Context: an optimization exercise on an open-source flow, tuned for small area and a short achievable clock period. The choices shown serve that exercise and are no tape-out recipe.
In this exercise RTL edits were held to simulation tests only and were not proved equivalent to the original.
Power figures rest on the tool's default switching activity, not on a simulated workload.

`flow/config.mk`:
```
export PLATFORM = sky130hd
export DESIGN_NAME = FPM
export DESIGN_NICKNAME = FPM
export VERILOG_FILES = /design/flow/design.v
export SDC_FILE = /design/flow/constraint.sdc
export NUM_CORES = 4
export LEC_CHECK = 0
export CAP_MARGIN = 20
export CORE_MARGIN = 2
export CORE_UTILIZATION = 55
export CTS_BUF_LIST = sky130_fd_sc_hd__clkbuf_4 sky130_fd_sc_hd__clkbuf_8
export SETUP_SLACK_MARGIN = 1.0
export SLEW_MARGIN = 20
export SYNTH_HIERARCHICAL = 1
export SYNTH_MINIMUM_KEEP_SIZE = 0
```
`flow/constraint.sdc`:
```
create_clock -name core_clock -period 3.0 [get_ports {clk}]
set_input_delay 0.6000 -clock core_clock [delete_from_list [all_inputs] [get_ports {clk}]]
set_output_delay 0.6000 -clock core_clock [all_outputs]
set_load 0.01 [all_outputs]
```
`flow/design.v`:
```
module FPM(A, B, SUM, clk);
  input [31:0] A, B;
  input clk;
  output [31:0] SUM;
  wire       s0_sgn = A[31] ^ B[31];
  wire [7:0] s0_exp = A[30:23] + B[30:23] + 8'h81;
  wire [24:0] q = {1'b1, B[22:0], 1'b0};
  wire [11:0] s0_one, s0_two, s0_neg;
  genvar gi, gj;
  generate for (gi = 0; gi < 12; gi = gi + 1) begin : enc
    assign s0_one[gi] = q[2*gi+1] ^ q[2*gi];
    assign s0_two[gi] = (q[2*gi+2] & ~q[2*gi+1] & ~q[2*gi]) | (~q[2*gi+2] & q[2*gi+1] & q[2*gi]);
    assign s0_neg[gi] = q[2*gi+2] & ~(q[2*gi+1] & q[2*gi]);
  end endgenerate
  reg [22:0] r1_a;
  reg [11:0] r1_one, r1_two, r1_neg;
  reg        r1_sgn;
  reg [7:0]  r1_exp;
  always @(posedge clk) begin
    r1_a <= A[22:0]; r1_one <= s0_one; r1_two <= s0_two; r1_neg <= s0_neg;
    r1_sgn <= s0_sgn; r1_exp <= s0_exp;
  end
  wire [11:0] one = r1_one, two = r1_two, neg = r1_neg;
  wire [24:0] m = {1'b1, r1_a[22:0], 1'b0};   
  wire [24:0] pp [0:11];
  generate for (gi = 0; gi < 12; gi = gi + 1) begin : rw
    for (gj = 0; gj < 25; gj = gj + 1) begin : cl
      if (gj == 24)
        assign pp[gi][gj] = two[gi] ^ neg[gi];
      else
        assign pp[gi][gj] = ((one[gi] & m[gj+1]) | (two[gi] & m[gj])) ^ neg[gi];
    end
  end endgenerate
  wire n1 = ~neg[0];
  wire n2 = ~neg[1];
  wire n3 = ~neg[2];
  wire n4 = ~neg[3];
  wire n5 = ~neg[4];
  wire n6 = ~neg[5];
  wire n7 = ~neg[6];
  wire n8 = ~neg[7];
  wire n9 = ~neg[8];
  wire n10 = ~neg[9];
  wire n11 = ~neg[10];
  wire n12 = ~neg[11];
  wire n13, n14;
  fpm_fa un13 (neg[1], pp[0][2], pp[1][0], n13, n14);
  wire n15, n16;
  fpm_fa un15 (neg[2], pp[0][4], pp[1][2], n15, n16);
  wire n17, n18;
  fpm_fa un17 (pp[0][5], pp[1][3], pp[2][1], n17, n18);
  wire n19, n20;
  fpm_fa un19 (neg[3], pp[0][6], pp[1][4], n19, n20);
  wire n21, n22;
  fpm_fa un21 (pp[0][7], pp[1][5], pp[2][3], n21, n22);
  wire n23, n24;
  fpm_fa un23 (neg[4], pp[0][8], pp[1][6], n23, n24);
  wire n25, n26;
  fpm_fa un25 (pp[2][4], pp[3][2], pp[4][0], n25, n26);
  wire n27, n28;
  fpm_fa un27 (pp[0][9], pp[1][7], pp[2][5], n27, n28);
  wire n29, n30;
  fpm_fa un29 (neg[5], pp[0][10], pp[1][8], n29, n30);
  wire n31, n32;
  fpm_fa un31 (pp[2][6], pp[3][4], pp[4][2], n31, n32);
  wire n33, n34;
  fpm_fa un33 (pp[0][11], pp[1][9], pp[2][7], n33, n34);
  wire n35, n36;
  fpm_fa un35 (pp[3][5], pp[4][3], pp[5][1], n35, n36);
  wire n37, n38;
  fpm_fa un37 (neg[6], pp[0][12], pp[1][10], n37, n38);
  wire n39, n40;
  fpm_fa un39 (pp[2][8], pp[3][6], pp[4][4], n39, n40);
  wire n41, n42;
  fpm_fa un41 (pp[0][13], pp[1][11], pp[2][9], n41, n42);
  wire n43, n44;
  fpm_fa un43 (pp[3][7], pp[4][5], pp[5][3], n43, n44);
  wire n45, n46;
  fpm_fa un45 (neg[7], pp[0][14], pp[1][12], n45, n46);
  wire n47, n48;
  fpm_fa un47 (pp[2][10], pp[3][8], pp[4][6], n47, n48);
  wire n49, n50;
  fpm_fa un49 (pp[5][4], pp[6][2], pp[7][0], n49, n50);
  wire n51, n52;
  fpm_fa un51 (pp[0][15], pp[1][13], pp[2][11], n51, n52);
  wire n53, n54;
  fpm_fa un53 (pp[3][9], pp[4][7], pp[5][5], n53, n54);
  wire n55, n56;
  fpm_fa un55 (neg[8], pp[0][16], pp[1][14], n55, n56);
  wire n57, n58;
  fpm_fa un57 (pp[2][12], pp[3][10], pp[4][8], n57, n58);
  wire n59, n60;
  fpm_fa un59 (pp[5][6], pp[6][4], pp[7][2], n59, n60);
  wire n61, n62;
  fpm_fa un61 (pp[0][17], pp[1][15], pp[2][13], n61, n62);
  wire n63, n64;
  fpm_fa un63 (pp[3][11], pp[4][9], pp[5][7], n63, n64);
  wire n65, n66;
  fpm_fa un65 (pp[6][5], pp[7][3], pp[8][1], n65, n66);
  wire n67, n68;
  fpm_fa un67 (neg[9], pp[0][18], pp[1][16], n67, n68);
  wire n69, n70;
  fpm_fa un69 (pp[2][14], pp[3][12], pp[4][10], n69, n70);
  wire n71, n72;
  fpm_fa un71 (pp[5][8], pp[6][6], pp[7][4], n71, n72);
  wire n73, n74;
  fpm_fa un73 (pp[0][19], pp[1][17], pp[2][15], n73, n74);
  wire n75, n76;
  fpm_fa un75 (pp[3][13], pp[4][11], pp[5][9], n75, n76);
  wire n77, n78;
  fpm_fa un77 (pp[6][7], pp[7][5], pp[8][3], n77, n78);
  wire n79, n80;
  fpm_fa un79 (neg[10], pp[0][20], pp[1][18], n79, n80);
  wire n81, n82;
  fpm_fa un81 (pp[2][16], pp[3][14], pp[4][12], n81, n82);
  wire n83, n84;
  fpm_fa un83 (pp[5][10], pp[6][8], pp[7][6], n83, n84);
  wire n85, n86;
  fpm_fa un85 (pp[8][4], pp[9][2], pp[10][0], n85, n86);
  wire n87, n88;
  fpm_fa un87 (pp[0][21], pp[1][19], pp[2][17], n87, n88);
  wire n89, n90;
  fpm_fa un89 (pp[3][15], pp[4][13], pp[5][11], n89, n90);
  wire n91, n92;
  fpm_fa un91 (pp[6][9], pp[7][7], pp[8][5], n91, n92);
  wire n93, n94;
  fpm_fa un93 (neg[11], pp[0][22], pp[1][20], n93, n94);
  wire n95, n96;
  fpm_fa un95 (pp[2][18], pp[3][16], pp[4][14], n95, n96);
  wire n97, n98;
  fpm_fa un97 (pp[5][12], pp[6][10], pp[7][8], n97, n98);
  wire n99, n100;
  fpm_fa un99 (pp[8][6], pp[9][4], pp[10][2], n99, n100);
  wire n101, n102;
  fpm_fa un101 (pp[0][23], pp[1][21], pp[2][19], n101, n102);
  wire n103, n104;
  fpm_fa un103 (pp[3][17], pp[4][15], pp[5][13], n103, n104);
  wire n105, n106;
  fpm_fa un105 (pp[6][11], pp[7][9], pp[8][7], n105, n106);
  wire n107, n108;
  fpm_fa un107 (pp[9][5], pp[10][3], pp[11][1], n107, n108);
  wire n109, n110;
  fpm_fa un109 (r1_a[0], pp[0][24], pp[1][22], n109, n110);
  wire n111, n112;
  fpm_fa un111 (pp[2][20], pp[3][18], pp[4][16], n111, n112);
  wire n113, n114;
  fpm_fa un113 (pp[5][14], pp[6][12], pp[7][10], n113, n114);
  wire n115, n116;
  fpm_fa un115 (pp[8][8], pp[9][6], pp[10][4], n115, n116);
  wire n117, n118;
  fpm_fa un117 (r1_a[1], 1'b1, n1, n117, n118);
  wire n119, n120;
  fpm_fa un119 (pp[1][23], pp[2][21], pp[3][19], n119, n120);
  wire n121, n122;
  fpm_fa un121 (pp[4][17], pp[5][15], pp[6][13], n121, n122);
  wire n123, n124;
  fpm_fa un123 (pp[7][11], pp[8][9], pp[9][7], n123, n124);
  wire n125, n126;
  fpm_fa un125 (r1_a[2], 1'b1, pp[1][24], n125, n126);
  wire n127, n128;
  fpm_fa un127 (pp[2][22], pp[3][20], pp[4][18], n127, n128);
  wire n129, n130;
  fpm_fa un129 (pp[5][16], pp[6][14], pp[7][12], n129, n130);
  wire n131, n132;
  fpm_fa un131 (pp[8][10], pp[9][8], pp[10][6], n131, n132);
  wire n133, n134;
  fpm_fa un133 (r1_a[3], n2, pp[2][23], n133, n134);
  wire n135, n136;
  fpm_fa un135 (pp[3][21], pp[4][19], pp[5][17], n135, n136);
  wire n137, n138;
  fpm_fa un137 (pp[6][15], pp[7][13], pp[8][11], n137, n138);
  wire n139, n140;
  fpm_fa un139 (pp[9][9], pp[10][7], pp[11][5], n139, n140);
  wire n141, n142;
  fpm_fa un141 (r1_a[4], 1'b1, pp[2][24], n141, n142);
  wire n143, n144;
  fpm_fa un143 (pp[3][22], pp[4][20], pp[5][18], n143, n144);
  wire n145, n146;
  fpm_fa un145 (pp[6][16], pp[7][14], pp[8][12], n145, n146);
  wire n147, n148;
  fpm_fa un147 (pp[9][10], pp[10][8], pp[11][6], n147, n148);
  wire n149, n150;
  fpm_fa un149 (r1_a[5], n3, pp[3][23], n149, n150);
  wire n151, n152;
  fpm_fa un151 (pp[4][21], pp[5][19], pp[6][17], n151, n152);
  wire n153, n154;
  fpm_fa un153 (pp[7][15], pp[8][13], pp[9][11], n153, n154);
  wire n155, n156;
  fpm_fa un155 (r1_a[6], 1'b1, pp[3][24], n155, n156);
  wire n157, n158;
  fpm_fa un157 (pp[4][22], pp[5][20], pp[6][18], n157, n158);
  wire n159, n160;
  fpm_fa un159 (pp[7][16], pp[8][14], pp[9][12], n159, n160);
  wire n161, n162;
  fpm_fa un161 (r1_a[7], n4, pp[4][23], n161, n162);
  wire n163, n164;
  fpm_fa un163 (pp[5][21], pp[6][19], pp[7][17], n163, n164);
  wire n165, n166;
  fpm_fa un165 (pp[8][15], pp[9][13], pp[10][11], n165, n166);
  wire n167, n168;
  fpm_fa un167 (r1_a[8], 1'b1, pp[4][24], n167, n168);
  wire n169, n170;
  fpm_fa un169 (pp[5][22], pp[6][20], pp[7][18], n169, n170);
  wire n171, n172;
  fpm_fa un171 (pp[8][16], pp[9][14], pp[10][12], n171, n172);
  wire n173, n174;
  fpm_fa un173 (r1_a[9], n5, pp[5][23], n173, n174);
  wire n175, n176;
  fpm_fa un175 (pp[6][21], pp[7][19], pp[8][17], n175, n176);
  wire n177, n178;
  fpm_fa un177 (pp[9][15], pp[10][13], pp[11][11], n177, n178);
  wire n179, n180;
  fpm_fa un179 (r1_a[10], 1'b1, pp[5][24], n179, n180);
  wire n181, n182;
  fpm_fa un181 (pp[6][22], pp[7][20], pp[8][18], n181, n182);
  wire n183, n184;
  fpm_fa un183 (pp[9][16], pp[10][14], pp[11][12], n183, n184);
  wire n185, n186;
  fpm_fa un185 (r1_a[11], n6, pp[6][23], n185, n186);
  wire n187, n188;
  fpm_fa un187 (pp[7][21], pp[8][19], pp[9][17], n187, n188);
  wire n189, n190;
  fpm_fa un189 (r1_a[12], 1'b1, pp[6][24], n189, n190);
  wire n191, n192;
  fpm_fa un191 (pp[7][22], pp[8][20], pp[9][18], n191, n192);
  wire n193, n194;
  fpm_fa un193 (r1_a[13], n7, pp[7][23], n193, n194);
  wire n195, n196;
  fpm_fa un195 (pp[8][21], pp[9][19], pp[10][17], n195, n196);
  wire n197, n198;
  fpm_fa un197 (r1_a[14], 1'b1, pp[7][24], n197, n198);
  wire n199, n200;
  fpm_fa un199 (pp[8][22], pp[9][20], pp[10][18], n199, n200);
  wire n201, n202;
  fpm_fa un201 (r1_a[15], n8, pp[8][23], n201, n202);
  wire n203, n204;
  fpm_fa un203 (pp[9][21], pp[10][19], pp[11][17], n203, n204);
  wire n205, n206;
  fpm_fa un205 (r1_a[16], 1'b1, pp[8][24], n205, n206);
  wire n207, n208;
  fpm_fa un207 (pp[9][22], pp[10][20], pp[11][18], n207, n208);
  wire n209, n210;
  fpm_fa un209 (r1_a[17], n9, pp[9][23], n209, n210);
  wire n211, n212;
  fpm_fa un211 (r1_a[18], 1'b1, pp[9][24], n211, n212);
  wire n213, n214;
  fpm_fa un213 (r1_a[19], n10, pp[10][23], n213, n214);
  wire n215, n216;
  fpm_fa un215 (r1_a[20], 1'b1, pp[10][24], n215, n216);
  wire n217, n218;
  fpm_fa un217 (r1_a[21], n11, pp[11][23], n217, n218);
  wire n219, n220;
  fpm_fa un219 (r1_a[22], 1'b1, pp[11][24], n219, n220);
  wire n221, n222;
  fpm_fa un221 (pp[0][3], pp[1][1], n14, n221, n222);
  wire n223, n224;
  fpm_fa un223 (pp[2][2], pp[3][0], n18, n223, n224);
  wire n225, n226;
  fpm_fa un225 (pp[3][3], pp[4][1], n24, n225, n226);
  wire n227, n228;
  fpm_fa un227 (pp[5][2], pp[6][0], n34, n227, n228);
  wire n229, n230;
  fpm_fa un229 (pp[6][1], n38, n40, n229, n230);
  wire n231, n232;
  fpm_fa un231 (pp[6][3], pp[7][1], n46, n231, n232);
  wire n233, n234;
  fpm_fa un233 (pp[8][0], n52, n54, n233, n234);
  wire n235, n236;
  fpm_fa un235 (n56, n58, n60, n235, n236);
  wire n237, n238;
  fpm_fa un237 (pp[8][2], pp[9][0], n62, n237, n238);
  wire n239, n240;
  fpm_fa un239 (pp[9][1], n68, n70, n239, n240);
  wire n241, n242;
  fpm_fa un241 (n74, n76, n78, n241, n242);
  wire n243, n244;
  fpm_fa un243 (pp[9][3], pp[10][1], n80, n243, n244);
  wire n245, n246;
  fpm_fa un245 (n82, n84, n86, n245, n246);
  wire n247, n248;
  fpm_fa un247 (pp[11][0], n88, n90, n247, n248);
  wire n249, n250;
  fpm_fa un249 (n94, n96, n98, n249, n250);
  wire n251, n252;
  fpm_fa un251 (pp[11][2], n102, n104, n251, n252);
  wire n253, n254;
  fpm_fa un253 (pp[10][5], pp[11][3], n117, n253, n254);
  wire n255, n256;
  fpm_fa un255 (n110, n112, n114, n255, n256);
  wire n257, n258;
  fpm_fa un257 (pp[11][4], n118, n120, n257, n258);
  wire n259, n260;
  fpm_fa un259 (n126, n128, n130, n259, n260);
  wire n261, n262;
  fpm_fa un261 (n134, n136, n138, n261, n262);
  wire n263, n264;
  fpm_fa un263 (pp[10][9], pp[11][7], n142, n263, n264);
  wire n265, n266;
  fpm_fa un265 (n144, n146, n148, n265, n266);
  wire n267, n268;
  fpm_fa un267 (pp[10][10], pp[11][8], n150, n267, n268);
  wire n269, n270;
  fpm_fa un269 (pp[11][9], n156, n158, n269, n270);
  wire n271, n272;
  fpm_fa un271 (pp[11][10], n162, n164, n271, n272);
  wire n273, n274;
  fpm_fa un273 (n168, n170, n172, n273, n274);
  wire n275, n276;
  fpm_fa un275 (n174, n176, n178, n275, n276);
  wire n277, n278;
  fpm_fa un277 (pp[10][15], pp[11][13], n180, n277, n278);
  wire n279, n280;
  fpm_fa un279 (pp[10][16], pp[11][14], n186, n279, n280);
  wire n281, n282;
  fpm_fa un281 (pp[11][15], n190, n192, n281, n282);
  wire n283, n284;
  fpm_fa un283 (pp[11][16], n194, n196, n283, n284);
  wire n285, n286;
  fpm_fa un285 (pp[10][21], pp[11][19], n206, n285, n286);
  wire n287, n288;
  fpm_fa un287 (pp[10][22], pp[11][20], n210, n287, n288);
  wire n289, n290;
  fpm_fa un289 (1'b1, n12, n220, n289, n290);
  wire n291 = neg[0] & pp[0][0];
  wire n292 = neg[0] | pp[0][0];
  wire n293 = 1'b0 | (pp[0][1] & n291);
  reg [217:0] r2_m;
  reg        r2_sgn;
  reg [7:0]  r2_exp;
  always @(posedge clk) begin
    r2_m <= {n289, n219, n218, n217, n216, n215, n214, pp[11][22], n288, n213, n212, pp[11][21], n287, n286, n211, n285, n209, n208, n207, n205, n204, n202, n284, n203, n201, n200, n198, n283, n282, n199, n197, n281, n280, n195, n193, n279, n278, n191, n189, n188, n277, n276, n187, n185, n184, n182, n275, n274, n183, n181, n179, n273, n272, n177, n175, n173, n271, n270, n171, n169, n167, n166, n269, n268, n165, n163, n161, n160, n267, n266, n264, n159, n157, n155, n154, n152, n265, n263, n262, n153, n151, n149, n261, n260, n147, n145, n143, n141, n140, n259, n258, n139, n137, n135, n133, n132, n257, n256, n254, n131, n129, n127, n125, n124, n122, n255, n252, n253, n123, n121, n119, n116, n251, n250, n115, n113, n111, n109, n108, n106, n249, n248, n107, n105, n103, n101, n100, n247, n246, n244, n99, n97, n95, n93, n92, n245, n243, n242, n91, n89, n87, n241, n240, n85, n83, n81, n79, n239, n238, n77, n75, n73, n72, n237, n236, n71, n69, n67, n66, n64, n235, n234, n65, n63, n61, n233, n232, n59, n57, n55, n231, n53, n51, n50, n48, n230, n49, n47, n45, n44, n42, n229, n228, n43, n41, n227, n39, n37, n36, n35, n33, n32, n30, n226, n31, n29, n28, pp[5][0], n225, n27, n26, n25, n23, n22, n224, n21, n20, pp[3][1], n223, n19, n17, n16, n222, n15, pp[2][0], n221, n13, n293};
    r2_sgn <= r1_sgn; r2_exp <= r1_exp;
  end
  wire n295, n296;
  fpm_fa un295 (r2_m[3], r2_m[4], r2_m[5], n295, n296);
  wire n297, n298;
  fpm_fa un297 (r2_m[10], r2_m[11], r2_m[12], n297, n298);
  wire n299, n300;
  fpm_fa un299 (r2_m[14], r2_m[15], r2_m[16], n299, n300);
  wire n301, n302;
  fpm_fa un301 (r2_m[17], r2_m[18], r2_m[19], n301, n302);
  wire n303, n304;
  fpm_fa un303 (r2_m[20], r2_m[21], r2_m[22], n303, n304);
  wire n305, n306;
  fpm_fa un305 (r2_m[25], r2_m[26], r2_m[27], n305, n306);
  wire n307, n308;
  fpm_fa un307 (r2_m[29], r2_m[30], r2_m[31], n307, n308);
  wire n309, n310;
  fpm_fa un309 (r2_m[33], r2_m[34], r2_m[35], n309, n310);
  wire n311, n312;
  fpm_fa un311 (r2_m[37], r2_m[38], r2_m[39], n311, n312);
  wire n313, n314;
  fpm_fa un313 (r2_m[40], r2_m[41], r2_m[42], n313, n314);
  wire n315, n316;
  fpm_fa un315 (r2_m[43], r2_m[44], r2_m[45], n315, n316);
  wire n317, n318;
  fpm_fa un317 (r2_m[48], r2_m[49], r2_m[50], n317, n318);
  wire n319, n320;
  fpm_fa un319 (r2_m[53], r2_m[54], r2_m[55], n319, n320);
  wire n321, n322;
  fpm_fa un321 (r2_m[58], r2_m[59], r2_m[60], n321, n322);
  wire n323, n324;
  fpm_fa un323 (r2_m[61], r2_m[62], r2_m[63], n323, n324);
  wire n325, n326;
  fpm_fa un325 (r2_m[65], r2_m[66], r2_m[67], n325, n326);
  wire n327, n328;
  fpm_fa un327 (r2_m[68], r2_m[69], r2_m[70], n327, n328);
  wire n329, n330;
  fpm_fa un329 (r2_m[71], r2_m[72], r2_m[73], n329, n330);
  wire n331, n332;
  fpm_fa un331 (r2_m[74], r2_m[75], r2_m[76], n331, n332);
  wire n333, n334;
  fpm_fa un333 (r2_m[77], r2_m[78], r2_m[79], n333, n334);
  wire n335, n336;
  fpm_fa un335 (r2_m[80], r2_m[81], r2_m[82], n335, n336);
  wire n337, n338;
  fpm_fa un337 (r2_m[83], r2_m[84], r2_m[85], n337, n338);
  wire n339, n340;
  fpm_fa un339 (r2_m[86], r2_m[87], r2_m[88], n339, n340);
  wire n341, n342;
  fpm_fa un341 (r2_m[91], r2_m[92], r2_m[93], n341, n342);
  wire n343, n344;
  fpm_fa un343 (r2_m[94], r2_m[95], r2_m[96], n343, n344);
  wire n345, n346;
  fpm_fa un345 (r2_m[98], r2_m[99], r2_m[100], n345, n346);
  wire n347, n348;
  fpm_fa un347 (r2_m[101], r2_m[102], r2_m[103], n347, n348);
  wire n349, n350;
  fpm_fa un349 (r2_m[106], r2_m[107], r2_m[108], n349, n350);
  wire n351, n352;
  fpm_fa un351 (r2_m[109], r2_m[110], r2_m[111], n351, n352);
  wire n353, n354;
  fpm_fa un353 (r2_m[113], r2_m[114], r2_m[115], n353, n354);
  wire n355, n356;
  fpm_fa un355 (r2_m[116], r2_m[117], r2_m[118], n355, n356);
  wire n357, n358;
  fpm_fa un357 (r2_m[119], r2_m[120], r2_m[121], n357, n358);
  wire n359, n360;
  fpm_fa un359 (r2_m[122], r2_m[123], r2_m[124], n359, n360);
  wire n361, n362;
  fpm_fa un361 (r2_m[125], r2_m[126], r2_m[127], n361, n362);
  wire n363, n364;
  fpm_fa un363 (r2_m[129], r2_m[130], r2_m[131], n363, n364);
  wire n365, n366;
  fpm_fa un365 (r2_m[132], r2_m[133], r2_m[134], n365, n366);
  wire n367, n368;
  fpm_fa un367 (r2_m[136], r2_m[137], r2_m[138], n367, n368);
  wire n369, n370;
  fpm_fa un369 (r2_m[139], r2_m[140], r2_m[141], n369, n370);
  wire n371, n372;
  fpm_fa un371 (r2_m[142], r2_m[143], r2_m[144], n371, n372);
  wire n373, n374;
  fpm_fa un373 (r2_m[145], r2_m[146], r2_m[147], n373, n374);
  wire n375, n376;
  fpm_fa un375 (r2_m[150], r2_m[151], r2_m[152], n375, n376);
  wire n377, n378;
  fpm_fa un377 (r2_m[153], r2_m[154], r2_m[155], n377, n378);
  wire n379, n380;
  fpm_fa un379 (r2_m[156], r2_m[157], r2_m[158], n379, n380);
  wire n381, n382;
  fpm_fa un381 (r2_m[159], r2_m[160], r2_m[161], n381, n382);
  wire n383, n384;
  fpm_fa un383 (r2_m[162], r2_m[163], r2_m[164], n383, n384);
  wire n385, n386;
  fpm_fa un385 (r2_m[167], r2_m[168], r2_m[169], n385, n386);
  wire n387, n388;
  fpm_fa un387 (r2_m[172], r2_m[173], r2_m[174], n387, n388);
  wire n389, n390;
  fpm_fa un389 (r2_m[175], r2_m[176], r2_m[177], n389, n390);
  wire n391, n392;
  fpm_fa un391 (r2_m[178], r2_m[179], r2_m[180], n391, n392);
  wire n393, n394;
  fpm_fa un393 (r2_m[183], r2_m[184], r2_m[185], n393, n394);
  wire n395, n396;
  fpm_fa un395 (r2_m[187], r2_m[188], r2_m[189], n395, n396);
  wire n397, n398;
  fpm_fa un397 (r2_m[191], r2_m[192], r2_m[193], n397, n398);
  wire n399, n400;
  fpm_fa un399 (r2_m[196], r2_m[197], r2_m[198], n399, n400);
  wire n401, n402;
  fpm_fa un401 (r2_m[200], r2_m[201], r2_m[202], n401, n402);
  wire n403, n404;
  fpm_fa un403 (r2_m[203], r2_m[204], r2_m[205], n403, n404);
  wire n405, n406;
  fpm_fa un405 (r2_m[206], r2_m[207], r2_m[208], n405, n406);
  wire n407, n408;
  fpm_fa un407 (r2_m[210], r2_m[211], r2_m[212], n407, n408);
  wire n409, n410;
  fpm_fa un409 (r2_m[6], r2_m[7], n296, n409, n410);
  wire n411, n412;
  fpm_fa un411 (r2_m[23], r2_m[24], n302, n411, n412);
  wire n413, n414;
  fpm_fa un413 (r2_m[28], n304, n305, n413, n414);
  wire n415, n416;
  fpm_fa un415 (r2_m[32], n306, n307, n415, n416);
  wire n417, n418;
  fpm_fa un417 (r2_m[36], n308, n309, n417, n418);
  wire n419, n420;
  fpm_fa un419 (n310, n311, n313, n419, n420);
  wire n421, n422;
  fpm_fa un421 (r2_m[46], r2_m[47], n312, n421, n422);
  wire n423, n424;
  fpm_fa un423 (r2_m[51], r2_m[52], n316, n423, n424);
  wire n425, n426;
  fpm_fa un425 (r2_m[56], r2_m[57], n318, n425, n426);
  wire n427, n428;
  fpm_fa un427 (r2_m[64], n320, n321, n427, n428);
  wire n429, n430;
  fpm_fa un429 (n322, n324, n325, n429, n430);
  wire n431, n432;
  fpm_fa un431 (n326, n328, n329, n431, n432);
  wire n433, n434;
  fpm_fa un433 (n330, n332, n333, n433, n434);
  wire n435, n436;
  fpm_fa un435 (r2_m[89], r2_m[90], n334, n435, n436);
  wire n437, n438;
  fpm_fa un437 (n336, n337, n339, n437, n438);
  wire n439, n440;
  fpm_fa un439 (r2_m[97], n338, n340, n439, n440);
  wire n441, n442;
  fpm_fa un441 (r2_m[104], r2_m[105], n342, n441, n442);
  wire n443, n444;
  fpm_fa un443 (n344, n345, n347, n443, n444);
  wire n445, n446;
  fpm_fa un445 (r2_m[112], n346, n348, n445, n446);
  wire n447, n448;
  fpm_fa un447 (n350, n352, n353, n447, n448);
  wire n449, n450;
  fpm_fa un449 (r2_m[128], n354, n356, n449, n450);
  wire n451, n452;
  fpm_fa un451 (n358, n359, n361, n451, n452);
  wire n453, n454;
  fpm_fa un453 (r2_m[135], n360, n362, n453, n454);
  wire n455, n456;
  fpm_fa un455 (n364, n366, n367, n455, n456);
  wire n457, n458;
  fpm_fa un457 (r2_m[148], r2_m[149], n368, n457, n458);
  wire n459, n460;
  fpm_fa un459 (n370, n371, n373, n459, n460);
  wire n461, n462;
  fpm_fa un461 (n372, n374, n375, n461, n462);
  wire n463, n464;
  fpm_fa un463 (n376, n378, n379, n463, n464);
  wire n465, n466;
  fpm_fa un465 (r2_m[165], r2_m[166], n380, n465, n466);
  wire n467, n468;
  fpm_fa un467 (r2_m[170], r2_m[171], n384, n467, n468);
  wire n469, n470;
  fpm_fa un469 (n386, n387, n389, n469, n470);
  wire n471, n472;
  fpm_fa un471 (r2_m[181], r2_m[182], n388, n471, n472);
  wire n473, n474;
  fpm_fa un473 (r2_m[186], n392, n393, n473, n474);
  wire n475, n476;
  fpm_fa un475 (r2_m[190], n394, n395, n475, n476);
  wire n477, n478;
  fpm_fa un477 (r2_m[194], r2_m[195], n396, n477, n478);
  wire n479, n480;
  fpm_fa un479 (r2_m[199], n398, n399, n479, n480);
  wire n481, n482;
  fpm_fa un481 (r2_m[209], n404, n405, n481, n482);
  wire n483, n484;
  fpm_fa un483 (r2_m[213], r2_m[214], n408, n483, n484);
  wire n485, n486;
  fpm_fa un485 (r2_m[8], r2_m[9], n410, n485, n486);
  wire n487, n488;
  fpm_fa un487 (n314, n315, n421, n487, n488);
  wire n489, n490;
  fpm_fa un489 (n317, n422, n423, n489, n490);
  wire n491, n492;
  fpm_fa un491 (n319, n424, n425, n491, n492);
  wire n493, n494;
  fpm_fa un493 (n341, n343, n436, n493, n494);
  wire n495, n496;
  fpm_fa un495 (n349, n351, n442, n495, n496);
  wire n497, n498;
  fpm_fa un497 (n355, n357, n446, n497, n498);
  wire n499, n500;
  fpm_fa un499 (n363, n365, n450, n499, n500);
  wire n501, n502;
  fpm_fa un501 (n377, n458, n460, n501, n502);
  wire n503, n504;
  fpm_fa un503 (n382, n383, n465, n503, n504);
  wire n505, n506;
  fpm_fa un505 (n385, n466, n467, n505, n506);
  wire n507, n508;
  fpm_fa un507 (n390, n391, n471, n507, n508);
  wire n509, n510;
  fpm_fa un509 (n397, n477, n476, n509, n510);
  wire n511, n512;
  fpm_fa un511 (n400, n401, n480, n511, n512);
  wire n513, n514;
  fpm_fa un513 (n406, n407, n482, n513, n514);
  wire n515, n516;
  fpm_fa un515 (r2_m[215], r2_m[216], n484, n515, n516);
  wire n517 = r2_m[0] & r2_m[1];
  wire n518 = r2_m[0] | r2_m[1];
  wire n519 = 1'b0 | (r2_m[2] & n517);
  wire n521 = 1'b0 | (n295 & n519);
  reg [103:0] r3_m;
  reg        r3_sgn;
  reg [7:0]  r3_exp;
  always @(posedge clk) begin
    r3_m <= {n516, r2_m[217], n515, n514, n483, n513, n481, n512, n403, n402, n511, n510, n479, n478, n509, n475, n474, n508, n473, n472, n507, n470, n506, n469, n468, n505, n504, n503, n464, n502, n463, n462, n381, n501, n461, n459, n456, n457, n500, n455, n454, n369, n499, n452, n453, n498, n451, n448, n449, n497, n496, n447, n495, n444, n445, n494, n443, n441, n440, n493, n438, n439, n437, n434, n435, n433, n432, n335, n431, n430, n331, n429, n428, n327, n492, n427, n426, n323, n491, n490, n489, n488, n487, n420, n419, n418, n417, n416, n415, n414, n413, n412, n411, n303, n301, n300, n299, n298, n486, n297, r2_m[13], n485, n521, n409};
    r3_sgn <= r2_sgn; r3_exp <= r2_exp;
  end
  wire n523, n524;
  fpm_fa un523 (r3_m[3], r3_m[4], r3_m[5], n523, n524);
  wire n525, n526;
  fpm_fa un525 (r3_m[26], r3_m[27], r3_m[28], n525, n526);
  wire n527, n528;
  fpm_fa un527 (r3_m[30], r3_m[31], r3_m[32], n527, n528);
  wire n529, n530;
  fpm_fa un529 (r3_m[33], r3_m[34], r3_m[35], n529, n530);
  wire n531, n532;
  fpm_fa un531 (r3_m[36], r3_m[37], r3_m[38], n531, n532);
  wire n533, n534;
  fpm_fa un533 (r3_m[39], r3_m[40], r3_m[41], n533, n534);
  wire n535, n536;
  fpm_fa un535 (r3_m[42], r3_m[43], r3_m[44], n535, n536);
  wire n537, n538;
  fpm_fa un537 (r3_m[45], r3_m[46], r3_m[47], n537, n538);
  wire n539, n540;
  fpm_fa un539 (r3_m[49], r3_m[50], r3_m[51], n539, n540);
  wire n541, n542;
  fpm_fa un541 (r3_m[52], r3_m[53], r3_m[54], n541, n542);
  wire n543, n544;
  fpm_fa un543 (r3_m[55], r3_m[56], r3_m[57], n543, n544);
  wire n545, n546;
  fpm_fa un545 (r3_m[59], r3_m[60], r3_m[61], n545, n546);
  wire n547, n548;
  fpm_fa un547 (r3_m[62], r3_m[63], r3_m[64], n547, n548);
  wire n549, n550;
  fpm_fa un549 (r3_m[66], r3_m[67], r3_m[68], n549, n550);
  wire n551, n552;
  fpm_fa un551 (r3_m[71], r3_m[72], r3_m[73], n551, n552);
  wire n553, n554;
  fpm_fa un553 (r3_m[79], r3_m[80], r3_m[81], n553, n554);
  wire n555, n556;
  fpm_fa un555 (r3_m[84], r3_m[85], r3_m[86], n555, n556);
  wire n557, n558;
  fpm_fa un557 (r3_m[90], r3_m[91], r3_m[92], n557, n558);
  wire n559, n560;
  fpm_fa un559 (r3_m[94], r3_m[95], r3_m[96], n559, n560);
  wire n561, n562;
  fpm_fa un561 (r3_m[6], r3_m[7], n524, n561, n562);
  wire n563, n564;
  fpm_ha hn563 (r3_m[8], r3_m[9], n563, n564);
  wire n565, n566;
  fpm_ha hn565 (r3_m[10], r3_m[11], n565, n566);
  wire n567, n568;
  fpm_ha hn567 (r3_m[12], r3_m[13], n567, n568);
  wire n569, n570;
  fpm_ha hn569 (r3_m[14], r3_m[15], n569, n570);
  wire n571, n572;
  fpm_ha hn571 (r3_m[16], r3_m[17], n571, n572);
  wire n573, n574;
  fpm_ha hn573 (r3_m[18], r3_m[19], n573, n574);
  wire n575, n576;
  fpm_ha hn575 (r3_m[20], r3_m[21], n575, n576);
  wire n577, n578;
  fpm_ha hn577 (r3_m[22], r3_m[23], n577, n578);
  wire n579, n580;
  fpm_ha hn579 (r3_m[24], r3_m[25], n579, n580);
  wire n581, n582;
  fpm_ha hn581 (r3_m[29], n525, n581, n582);
  wire n583, n584;
  fpm_ha hn583 (n526, n527, n583, n584);
  wire n585, n586;
  fpm_ha hn585 (n528, n529, n585, n586);
  wire n587, n588;
  fpm_ha hn587 (n530, n531, n587, n588);
  wire n589, n590;
  fpm_ha hn589 (n532, n533, n589, n590);
  wire n591, n592;
  fpm_ha hn591 (n534, n535, n591, n592);
  wire n593, n594;
  fpm_fa un593 (r3_m[48], n536, n537, n593, n594);
  wire n595, n596;
  fpm_ha hn595 (n538, n539, n595, n596);
  wire n597, n598;
  fpm_ha hn597 (n540, n541, n597, n598);
  wire n599, n600;
  fpm_fa un599 (r3_m[58], n542, n543, n599, n600);
  wire n601, n602;
  fpm_ha hn601 (n544, n545, n601, n602);
  wire n603, n604;
  fpm_fa un603 (r3_m[65], n546, n547, n603, n604);
  wire n605, n606;
  fpm_ha hn605 (n548, n549, n605, n606);
  wire n607, n608;
  fpm_fa un607 (r3_m[69], r3_m[70], n550, n607, n608);
  wire n609, n610;
  fpm_ha hn609 (r3_m[74], n551, n609, n610);
  wire n611, n612;
  fpm_fa un611 (r3_m[75], r3_m[76], n552, n611, n612);
  wire n613, n614;
  fpm_ha hn613 (r3_m[77], r3_m[78], n613, n614);
  wire n615, n616;
  fpm_fa un615 (r3_m[82], r3_m[83], n554, n615, n616);
  wire n617, n618;
  fpm_fa un617 (r3_m[87], r3_m[88], n556, n617, n618);
  wire n619 = r3_m[0] & r3_m[1];
  wire n620 = r3_m[0] | r3_m[1];
  wire n621 = 1'b0 | (r3_m[2] & n619);
  wire n623 = 1'b0 | (n523 & n621);
  reg [73:0] r4_m;
  reg        r4_sgn;
  reg [7:0]  r4_exp;
  always @(posedge clk) begin
    r4_m <= {r3_m[103], r3_m[102], r3_m[101], r3_m[100], r3_m[99], r3_m[98], n560, r3_m[97], n559, n558, r3_m[93], n557, n618, r3_m[89], n617, n616, n555, n615, n553, n614, n612, n613, n611, n610, n608, n609, n607, n606, n604, n605, n603, n602, n600, n601, n599, n598, n597, n596, n594, n595, n593, n592, n591, n590, n589, n588, n587, n586, n585, n584, n583, n582, n581, n580, n579, n578, n577, n576, n575, n574, n573, n572, n571, n570, n569, n568, n567, n566, n565, n564, n562, n563, n623, n561};
    r4_sgn <= r3_sgn; r4_exp <= r3_exp;
  end
  wire [47:0] n625 = {r4_m[72], r4_m[71], r4_m[69], r4_m[68], r4_m[66], r4_m[65], r4_m[63], r4_m[62], r4_m[60], r4_m[59], r4_m[57], r4_m[56], r4_m[54], r4_m[52], r4_m[50], r4_m[48], r4_m[46], r4_m[44], r4_m[42], r4_m[40], r4_m[38], r4_m[36], r4_m[34], r4_m[32], r4_m[30], r4_m[28], r4_m[26], r4_m[24], r4_m[22], r4_m[20], r4_m[18], r4_m[16], r4_m[14], r4_m[12], r4_m[10], r4_m[8], r4_m[6], r4_m[4], r4_m[2], r4_m[0], 1'b0, 1'b0, 1'b0, 1'b0, 1'b0, 1'b0, 1'b0, 1'b0};
  wire [47:0] n626 = {r4_m[73], 1'b0, r4_m[70], 1'b0, r4_m[67], 1'b0, r4_m[64], 1'b0, r4_m[61], 1'b0, r4_m[58], 1'b0, r4_m[55], r4_m[53], r4_m[51], r4_m[49], r4_m[47], r4_m[45], r4_m[43], r4_m[41], r4_m[39], r4_m[37], r4_m[35], r4_m[33], r4_m[31], r4_m[29], r4_m[27], r4_m[25], r4_m[23], r4_m[21], r4_m[19], r4_m[17], r4_m[15], r4_m[13], r4_m[11], r4_m[9], r4_m[7], r4_m[5], r4_m[3], r4_m[1], 1'b0, 1'b0, 1'b0, 1'b0, 1'b0, 1'b0, 1'b0, 1'b0};
  wire [7:0] n627 = {1'b0, n625[14:8]} + {1'b0, n626[14:8]};
  wire [8:0] n628 = {1'b0, n625[22:15]} + {1'b0, n626[22:15]};
  wire [6:0] n629 = {1'b0, n625[28:23]} + {1'b0, n626[28:23]};
  wire [6:0] n630 = {1'b0, n625[34:29]} + {1'b0, n626[34:29]};
  wire [6:0] n631 = {1'b0, n625[40:35]} + {1'b0, n626[40:35]};
  wire [7:0] n632 = {1'b0, n625[47:41]} + {1'b0, n626[47:41]};
  reg r5_lg0;
  reg r5_lg1;
  reg r5_lp1;
  reg [5:0] r5_us0;
  reg r5_ug0;
  reg r5_up0;
  reg [5:0] r5_us1;
  reg r5_ug1;
  reg r5_up1;
  reg [5:0] r5_us2;
  reg r5_ug2;
  reg r5_up2;
  reg [6:0] r5_us3;
  reg r5_ug3;
  reg r5_up3;
  reg        r5_sgn;
  reg [7:0]  r5_exp;
  always @(posedge clk) begin
    r5_lg0 <= n627[7];
    r5_lg1 <= n628[8];
    r5_lp1 <= &(n625[22:15] | n626[22:15]);
    r5_us0 <= n629[5:0];
    r5_ug0 <= n629[6];
    r5_up0 <= &(n625[28:23] | n626[28:23]);
    r5_us1 <= n630[5:0];
    r5_ug1 <= n630[6];
    r5_up1 <= &(n625[34:29] | n626[34:29]);
    r5_us2 <= n631[5:0];
    r5_ug2 <= n631[6];
    r5_up2 <= &(n625[40:35] | n626[40:35]);
    r5_us3 <= n632[6:0];
    r5_ug3 <= n632[7];
    r5_up3 <= &(n625[47:41] | n626[47:41]);
    r5_sgn <= r4_sgn; r5_exp <= r4_exp;
  end
  wire n633 = r5_lg1 | (r5_lp1 & r5_lg0);
  wire [5:0] n634;
  assign n634[0] = 1'b1;
  assign n634[1] = &r5_us0[0:0];
  assign n634[2] = &r5_us0[1:0];
  assign n634[3] = &r5_us0[2:0];
  assign n634[4] = &r5_us0[3:0];
  assign n634[5] = &r5_us0[4:0];
  wire [5:0] n635 = r5_us0 ^ ({6{n633}} & n634);
  wire n636 = r5_ug0 | (r5_up0 & n633);
  wire [5:0] n637;
  assign n637[0] = 1'b1;
  assign n637[1] = &r5_us1[0:0];
  assign n637[2] = &r5_us1[1:0];
  assign n637[3] = &r5_us1[2:0];
  assign n637[4] = &r5_us1[3:0];
  assign n637[5] = &r5_us1[4:0];
  wire [5:0] n638 = r5_us1 ^ ({6{n636}} & n637);
  wire n639 = r5_ug1 | (r5_up1 & n636);
  wire [5:0] n640;
  assign n640[0] = 1'b1;
  assign n640[1] = &r5_us2[0:0];
  assign n640[2] = &r5_us2[1:0];
  assign n640[3] = &r5_us2[2:0];
  assign n640[4] = &r5_us2[3:0];
  assign n640[5] = &r5_us2[4:0];
  wire [5:0] n641 = r5_us2 ^ ({6{n639}} & n640);
  wire n642 = r5_ug2 | (r5_up2 & n639);
  wire [6:0] n643;
  assign n643[0] = 1'b1;
  assign n643[1] = &r5_us3[0:0];
  assign n643[2] = &r5_us3[1:0];
  assign n643[3] = &r5_us3[2:0];
  assign n643[4] = &r5_us3[3:0];
  assign n643[5] = &r5_us3[4:0];
  assign n643[6] = &r5_us3[5:0];
  wire [6:0] n644 = r5_us3 ^ ({7{n642}} & n643);
  wire n645 = r5_ug3 | (r5_up3 & n642);
  wire [24:0] n646 = {n644, n641, n638, n635};
  reg [24:0] r6_p;
  reg        r6_sgn;
  reg [7:0]  r6_exp;
  always @(posedge clk) begin
    r6_p <= n646;
    r6_sgn <= r5_sgn; r6_exp <= r5_exp;
  end
  wire [31:0] n647 = {r6_sgn, r6_exp + {7'd0, r6_p[24]}, r6_p[24] ? r6_p[23:1] : r6_p[22:0]};
  reg [31:0] r7_o;
  always @(posedge clk) r7_o <= n647;
  reg [31:0] r8_o;
  always @(posedge clk) r8_o <= r7_o;
  reg [31:0] r9_o;
  always @(posedge clk) r9_o <= r8_o;
  reg [31:0] r10_o;
  always @(posedge clk) r10_o <= r9_o;
  assign SUM = r10_o;
endmodule
module fpm_fa(a, b, c, s, co);
  input a, b, c;
  output s, co;
  assign s = a ^ b ^ c;
  assign co = (a & b) | (a & c) | (b & c);
endmodule
module fpm_ha(a, b, s, co);
  input a, b;
  output s, co;
  assign s = a ^ b;
  assign co = a & b;
endmodule
```
`flow/run.sh`:
```
#!/bin/bash
# synth_recipe.tcl (not shown) runs the flow's synth.tcl, then flattens the netlist and writes it again
# the make line also repeats each setting of config.mk as NAME=value (left out here)
make -C /OpenROAD-flow-scripts/flow DESIGN_CONFIG=/design/flow/config.mk WORK_HOME=/design/flow/orfs CLKGATE_MAP_FILE= SYNTH_SCRIPT=/design/flow/synth_recipe.tcl finish
```
==> impl_metrics.json, run 1 <==
{
  "slew_viol_final": 0,
  "synth_adder_area_share_pct": 24.81,
  "synth_edf_count": 0,
  "synthToLayoutAreaGrowth_pct": 18.48,
  "cts-root-buf": "clkbuf_8",
  "fin_skew_ns": 0.02833,
  "finalHoldViolations": 0,
  "clk_path_buf_depth": 3,
  "period_share_pct": 66.99,
  "yosysTopAreaCell": "dfxtp_1",
  "cts_setup_buffers": 0,
  "p_sw_mw": 10.43,
  "cts-buffers-inserted": 108,
  "dp_cells": 2826,
  "cp_cell_sequence": "buf_4, a22oi_1, xnor2_1, fa_1, fa_1",
  "cp-start-kind": "flip-flop",
  "stdcell_count": 3035,
  "fin_tns_setup_ns": 0,
  "grt_pass1_vias": 17135,
  "antenna_found_initial": 2,
  "path_class": "reg -> reg",
  "ys_async_sr_fraction_pct": 0,
  "final_common_cell": "dfxtp_1",
  "ys_types": 40,
  "grt_use_total_pct": 24.04,
  "grt_max_degree": 28,
  "rsz0062_at_grt": "true",
  "syn_inst": 2094,
  "ir_drop_uv": 491.1,
  "layout.nets": 2722,
  "critPathCaptureType": "flip-flop",
  "stdcell_area_sq_um": 33160,
  "synth_flop_cell": "dfxtp_1",
  "postRouteAntennaNets": 0,
  "slowest_stage": "dfxtp_2",
  "clock_power_share_pct": 26.1,
  "via_per_inst": 5.258,
  "worstMarginPinSlew_ns": 0.6656,
  "critPathArrivalTime_ns": 2.57,
  "fmax_ghz": 0.4976,
  "portBuffers": 96,
  "synth_area_sq_um": 27990,
  "num-fill-cells": 3725,
  "dr.first_iter.drc_count": 1430,
  "drt-total-wl_um": 62460,
  "firstDrtPassIters": 6,
  "reg2reg_depth": 5,
  "crit_top_cell": "fa_1",
  "crit_fanout": 12,
  "die_w_um": 229.6,
  "synthTopCellsByArea": "dfxtp_1 (50%), fa_1 (20%), xnor2_1 (10%)",
  "clkSinkCount": 696,
  "maxCapViolations": 0,
  "vias": 15958,
  "power_frac_comb_pct": 28.5,
  "cts_tree": "yes",
  "overflow": 0,
  "seq_power_share_pct": 45.4,
  "fin_crit_ns": 2.010,
  "max_slew_margin_pct": 55.57,
  "worstReg2RegEnd": "r2_m[57]",
  "wl_per_cell_um": 20.58,
  "synth-xor-area-share_pct": 10.95,
  "synth-seq-area-share_pct": 49.78,
  "die-area_sq_um": 52710,
  "initial_core_util_pct": 55.79,
  "synthSimpleGateAreaFrac_pct": 1.936,
  "synth-compound-area-share_pct": 8.699,
  "core_area_sq_um": 50170,
  "cp.required_ns": 3.56,
  "final_util_pct": 66.10,
  "dpl.hpwl_um": 41770,
  "cp-startpoint": "r1_a[2]",
  "layout_common_cells": "dfxtp_1 (669), xnor2_1 (319), fa_1 (259)",
  "die_h_um": 229.6,
  "placementRows": 82,
  "placed_area_sq_um": 30050,
  "pin_count": 97,
  "switching_share_pct": 30.88,
  "ctsHtreeMaxLevel": 3,
  "synth_top_family_by_area": "adder cells",
  "synth_top_area_share_pct": 49.78,
  "clk_latency_ns": 0.71,
  "worst-r2r-setup-slack_ns": 0.99,
  "synth_seq_cells": 696,
  "setup_slack_ns": 0.9904,
  "place_ws_ns": 0.3845,
  "hp-class": "reg -> reg",
  "powerDensity_nw_per_um2": 1018,
  "status": "timing/DRC/antenna clean",
  "crit_path_end": "r2_m[57]",
  "clk_pin_slew_worst_paths_ns": 0.07,
  "drc": 0,
  "drive_gt1_share_pct": 16.17,
  "yosysWarnings": 7,
  "r2r-start": "r1_a[2]",
  "place.gp.congestion": 0.8310,
  "crit_path_max_incr_delay_ns": 0.50,
  "setup_viol": 0,
  "leakagePower_nw": 13.51,
  "muxShareOfSynthArea_pct": 0.9253,
  "p_int_mw": 23.35,
  "avgSynthCellArea_sq_um": 13.37,
  "grt_pass1_wl_um": 96750
}
-- synthesized netlist by cell type (6+ instances only) --
cell type and instances:
nand2_1 24, mux2_2 23, nor2b_1 13, clkbuf_1 95
nand2b_1 10, ha_1 107, o21ai_0 17, nand3_1 9
buf_2 37, fa_1 280, nand3b_1 9, a21o_1 9
a22oi_1 263, xor2_1 31, a21oi_1 31, inv_1 70
dfxtp_1 696, xnor2_1 319, nand4_1 6
-- kinds of logic after synthesis --
kind of cell,Yosys count
fa+ha+maj,387
other cells,1
buf+inv,203
mux,23
compound gates,338
flops,696
simple gates,96
xor+xnor,350
-- what timing repair did --
item / in CTS / in global routing
setup endpoints to repair: 121 / 39
resized for setup: 104 / 78
pin swaps: 0 / 1
hold buffers: 0 / 0
cloned: 0 / 6
-- worst min path at each step --
stage | cells past startpoint | slack (ns) | end | start
final | 0 | 0.32 | r8_o[29] | r7_o[29]
after global routing | 1 | 0.28 | r1_a[12] | A[12]
after CTS | 1 | 0.29 | r1_a[3] | A[3]
after detailed placement | 0 | 0.31 | r3_m[3] | r2_m[13]
after global placement | 0 | 0.31 | r2_exp[3] | r1_exp[3]
after floorplan | 0 | 0.31 | r10_o[0] | r9_o[0]
-- state kept, by name, summed over array words and instances (netlist names), 12 cells and up --
name,count
r3_m,104
r1_a,23
r2_m,218
r7_o,32
r1_neg,12
r6_p,25
r8_o,32
r1_two,12
r4_m,74
r9_o,32
r10_o,32
r1_one,12
-- per-stage QoR --
step	power (mW)	hold slack, ns
after floorplan	21.27	0.3096
after global placement	25.08	0.3101
after detailed placement	25.33	0.3121
after CTS	34.24	0.2853
after global routing	36.49	0.2773
final	33.77	0.3215
-- final cells by class --
class | count | area (sq um) | share of cell area [%]
Multi-Input combinational cell | 1207 | 13420 | 40.45
Clock inverter | 36 | 422.9 | 1.275
Clock buffer | 166 | 2097 | 6.323
Timing Repair Buffer | 186 | 2123 | 6.402
Tap cell | 672 | 840.8 | 2.535
Sequential cell | 696 | 13990 | 42.20
Inverter | 71 | 266.5 | 0.8036
Antenna cell | 1 | 2.502 | 0.007545
-- Yosys stat by module (local to each module, per instance) --
module,times used,cells,area [sq um]
FPM,1,1796,22180
fpm_fa,277,1,20.02
fpm_ha,21,1,12.51
-- routing by layer --
layer  routed length, um  GRT usage, %  up-vias
met1               27880         33.11     7912
met3                5476         7.221      108
li1                    -             -     7315
met5                   0             0        -
met2               27690         36.30      623
met4                1413         8.198        0
-- power groups by stage --
stage	sequential, mW	combinational [mW]	clock [mW]
after floorplan	15.1	6.18	0
after global placement	15.4	9.63	0
after detailed placement	15.6	9.77	0
after CTS	15.4	9.77	9.07
after global routing	15.8	11.2	9.49
final	15.3	9.62	8.81
-- critical path: cells and delay by family, from the launching register on --
| kind | cells | cell delay, ns |
|---|---|---|
| compound gates | 1 | 0.11 |
| xor+xnor | 1 | 0.16 |
| fa+ha+maj | 2 | 0.83 |
| buf+inv | 1 | 0.28 |
| flops | 1 | 0.50 |
==> inputs of run 2 (changes only) <==
--- a/flow/config.mk
+++ b/flow/config.mk
@@ -8,7 +8,6 @@
 export CAP_MARGIN = 20
 export CORE_MARGIN = 2
 export CORE_UTILIZATION = 55
-export CTS_BUF_LIST = sky130_fd_sc_hd__clkbuf_4 sky130_fd_sc_hd__clkbuf_8
 export SETUP_SLACK_MARGIN = 1.0
 export SLEW_MARGIN = 20
 export SYNTH_HIERARCHICAL = 1
==> run 2 against run 1 <==
Against the previous run:
- still clean on timing, DRC and antenna
- final cell count down 2.5%
- power increased by 1.2%
- non-clock buffer count fell by 1
- clock skew fell by 0.0070 ns
- via count shrank 0.99%
- sequential power barely moved
- combinational power barely moved
- count of clock-buffer cells in the layout fell by 69
- sequential cell count stayed put
- clock power up 4.7%
- critical path type unchanged
- critical endpoint is now r2_m[76]
- largest cell class unchanged
==> impl_metrics.json, run 2 <==
{
  "status": "timing/DRC/antenna clean",
  "synth_common_cells": "dfxtp_1 (696), xnor2_1 (319), fa_1 (280)",
  "overflow": 0,
  "critPathArrivalTime_ns": 2.47,
  "die_h_um": 229.6,
  "via_per_inst": 5.340,
  "crit_fanout": 25,
  "synth_edf_count": 0,
  "grt_pass1_vias": 16837,
  "dr.first_iter.drc_count": 1444,
  "drive_gt1_share_pct": 12.55,
  "final_common_cell": "dfxtp_1",
  "rsz0062_at_grt": "true",
  "path_class": "reg -> reg",
  "period_share_pct": 66.53,
  "crit_path_max_incr_delay_ns": 0.49,
  "cp-start-kind": "flip-flop",
  "fin_crit_ns": 1.996,
  "drt-total-wl_um": 62390,
  "grt_max_degree": 28,
  "final_util_pct": 65.94,
  "reg2reg_depth": 5,
  "cp.required_ns": 3.47,
  "firstDrtPassIters": 6,
  "grt_use_total_pct": 24.02,
  "synth_top_area_share_pct": 49.78,
  "cts-buffers-inserted": 71,
  "stdcell_area_sq_um": 33080,
  "placementRows": 82,
  "hp-class": "reg -> reg",
  "switching_share_pct": 30.66,
  "pin_count": 97,
  "synth_flop_cell": "dfxtp_1",
  "r2r-start": "r1_a[10]",
  "ir_drop_uv": 652.8,
  "cp_cell_sequence": "buf_12, a22oi_1, xnor2_1, fa_1, fa_1",
  "critPathCaptureType": "flip-flop",
  "clk_pin_slew_worst_paths_ns": 0.06,
  "avgSynthCellArea_sq_um": 13.37,
  "clk_latency_ns": 0.62,
  "p_int_mw": 23.69,
  "clk_path_buf_depth": 3,
  "antenna_found_initial": 2,
  "die_w_um": 229.6,
  "grt_pass1_wl_um": 96300,
  "largest_reg_flops": 218,
  "worstHoldPathCells": 0,
  "worstMarginPinSlew_ns": 0.6641,
  "cts_tree": "yes",
  "num_antenna_cells": 0,
  "ys_types": 40,
  "ys_async_sr_fraction_pct": 0,
  "largest_register": "r2_m",
  "yosysWarnings": 7,
  "hp-start": "r7_o[23]",
  "slew_viol_final": 0,
  "synth_seq_cells": 696,
  "clkSinkCount": 696,
  "setup_viol": 0,
  "finalHoldViolations": 0,
  "slowest_stage": "fa_1",
  "whs_ns": 0.3191,
  "layout.nets": 2684,
  "yosysMostFrequentCell": "dfxtp_1",
  "place.gp.congestion": 0.8310,
  "synthTopCellsByArea": "dfxtp_1 (50%), fa_1 (20%), xnor2_1 (10%)",
  "die-area_sq_um": 52710,
  "clock_power_share_pct": 27.0,
  "maxCapViolations": 0,
  "cts-root-buf": "clkbuf_16",
  "placed_area_sq_um": 30050,
  "power_frac_comb_pct": 28.1,
  "powerDensity_nw_per_um2": 1033,
  "fin_skew_ns": 0.02132,
  "vias": 15800,
  "synth_area_sq_um": 27990,
  "wl_per_cell_um": 21.09,
  "fin_tns_setup_ns": 0,
  "cp-startpoint": "r1_a[10]",
  "layout_common_cells": "dfxtp_1 (671), xnor2_1 (319), fa_1 (265)",
  "portBuffers": 96,
  "cts_hold_buf": 0,
  "drc": 0,
  "postRouteAntennaNets": 0,
  "initial_core_util_pct": 55.79,
  "dpl.hpwl_um": 41770,
  "syn_inst": 2094,
  "yosysTopAreaCell": "dfxtp_1",
  "p_sw_mw": 10.48,
  "synth-seq-area-share_pct": 49.78,
  "max_slew_margin_pct": 55.67,
  "leakagePower_nw": 13.37,
  "seq_power_share_pct": 44.9,
  "ctsHtreeMaxLevel": 3,
  "synthToLayoutAreaGrowth_pct": 18.19,
  "crit_top_cell": "fa_1",
  "largest_registers": "r2_m x218, r3_m x104, r4_m x74",
  "fmax_ghz": 0.5010,
  "core_area_sq_um": 50170
}
[run 2: cell counts after synthesis]
No cell type changed its count.
[run 2: final cells by class]
type / instances / area, sq um
timing repair buffer: 185 / 2077
inverter: 71 / 266.5
sequential: 696 / 13990
fill: 3727 / 17090
multi-input combinational: 1207 / 13410
clock inverter: 31 / 484.2
clock buffer: 97 / 2016
tap: 672 / 840.8
[run 2: per-stage QoR]
| step | instances | setup slack, ns | power, mW |
|---|---|---|---|
| final | 2959 | 1.004 | 34.17 |
| after global routing | 2959 | 0.9471 | 36.79 |
| after CTS | 2954 | 0.9573 | 34.62 |
| after detailed placement | 2826 | 0.3845 | 25.33 |
| after global placement | 2826 | 0.3960 | 25.08 |
| after floorplan | 2106 | 0.9864 | 21.27 |
[run 2: Yosys stat by module (local to each module, per instance)]
| module | copies in the design | cell area [sq um] |
|---|---|---|
| FPM | 1 | 22180 |
| fpm_ha | 21 | 12.51 |
| fpm_fa | 277 | 20.02 |
[run 2: worst max-delay path, delay by kind of cell (launching register included)]
family                     cells  cell delay (ns)
AOI/OAI and AO/OA              1             0.13
xor gates and xnor gates       1             0.16
adders and majority gates      2             0.93
buffers and inverters          1             0.22
DFF                            1             0.38
[run 2: power groups by stage]
stage | clock network, mW | registers (mW) | logic (mW)
detailed placement | 0 | 15.6 | 9.77
CTS | 9.43 | 15.4 | 9.78
finish | 9.22 | 15.3 | 9.60
floorplan | 0 | 15.1 | 6.18
global placement | 0 | 15.4 | 9.63
global route | 9.80 | 15.8 | 11.2
[run 2: path summary, 6_finish.rpt]
check,end,slack (ns)
max,r2_m[76],1.00
min,r8_o[23],0.32
max reg2reg,r2_m[76],1.00
min reg2reg,r8_o[23],0.32
[run 2: cell families after synthesis]
kind of cell	count (synthesis)	share of synthesized area [%]
simple gates	96	1.936
mux	23	0.9253
compound gates	338	8.699
buf+inv	203	2.888
flops	696	49.78
other cells	1	0.01340
fa+ha+maj	387	24.81
xor+xnor	350	10.95
[run 2: routing by layer]
layer	GRT usage (%)	wire length (um)	up-vias
li1	-	-	7202
met1	33.16	27940	7887
met2	36.67	27790	609
met3	6.848	5255	102
met4	7.772	1402	0
met5	0	0	-
[run 2: repair_timing]
action                                  in CTS  in global routing
resized for setup                          111                 62
pin swaps                                    0                  4
endpoints found under the setup margin     122                 38
setup buffers                                0                  1
cloned                                       0                  4

## separate check: timing with driven ports
The results above use ideal ports. As a check the final layouts listed here were re-extracted and re-timed, cells and wires unchanged. Step 1 assumes that a clkbuf_16 drives the clock port and a buf_2 every other input. Step 2 times the ports against the registers' clock, not the clock port: input delays grow and output delays shrink by t, the midpoint of the rising clock arrivals with the driver on. a / b / c = ideal ports / drivers / drivers and shift; a / b = the first two.
run	t, ns	setup slack, ns	clock arrival spread, ns
run 1	0.745	0.990 / 0.990 / 0.370	0.028 / 0.028
run 2	0.665	1.004 / 1.004 / 0.427	0.025 / 0.025
After both steps every run listed still meets setup and hold. For run 1, which loses most, drivers alone change the setup slack by 0.000 ns; drivers and shift together by -0.620 ns.
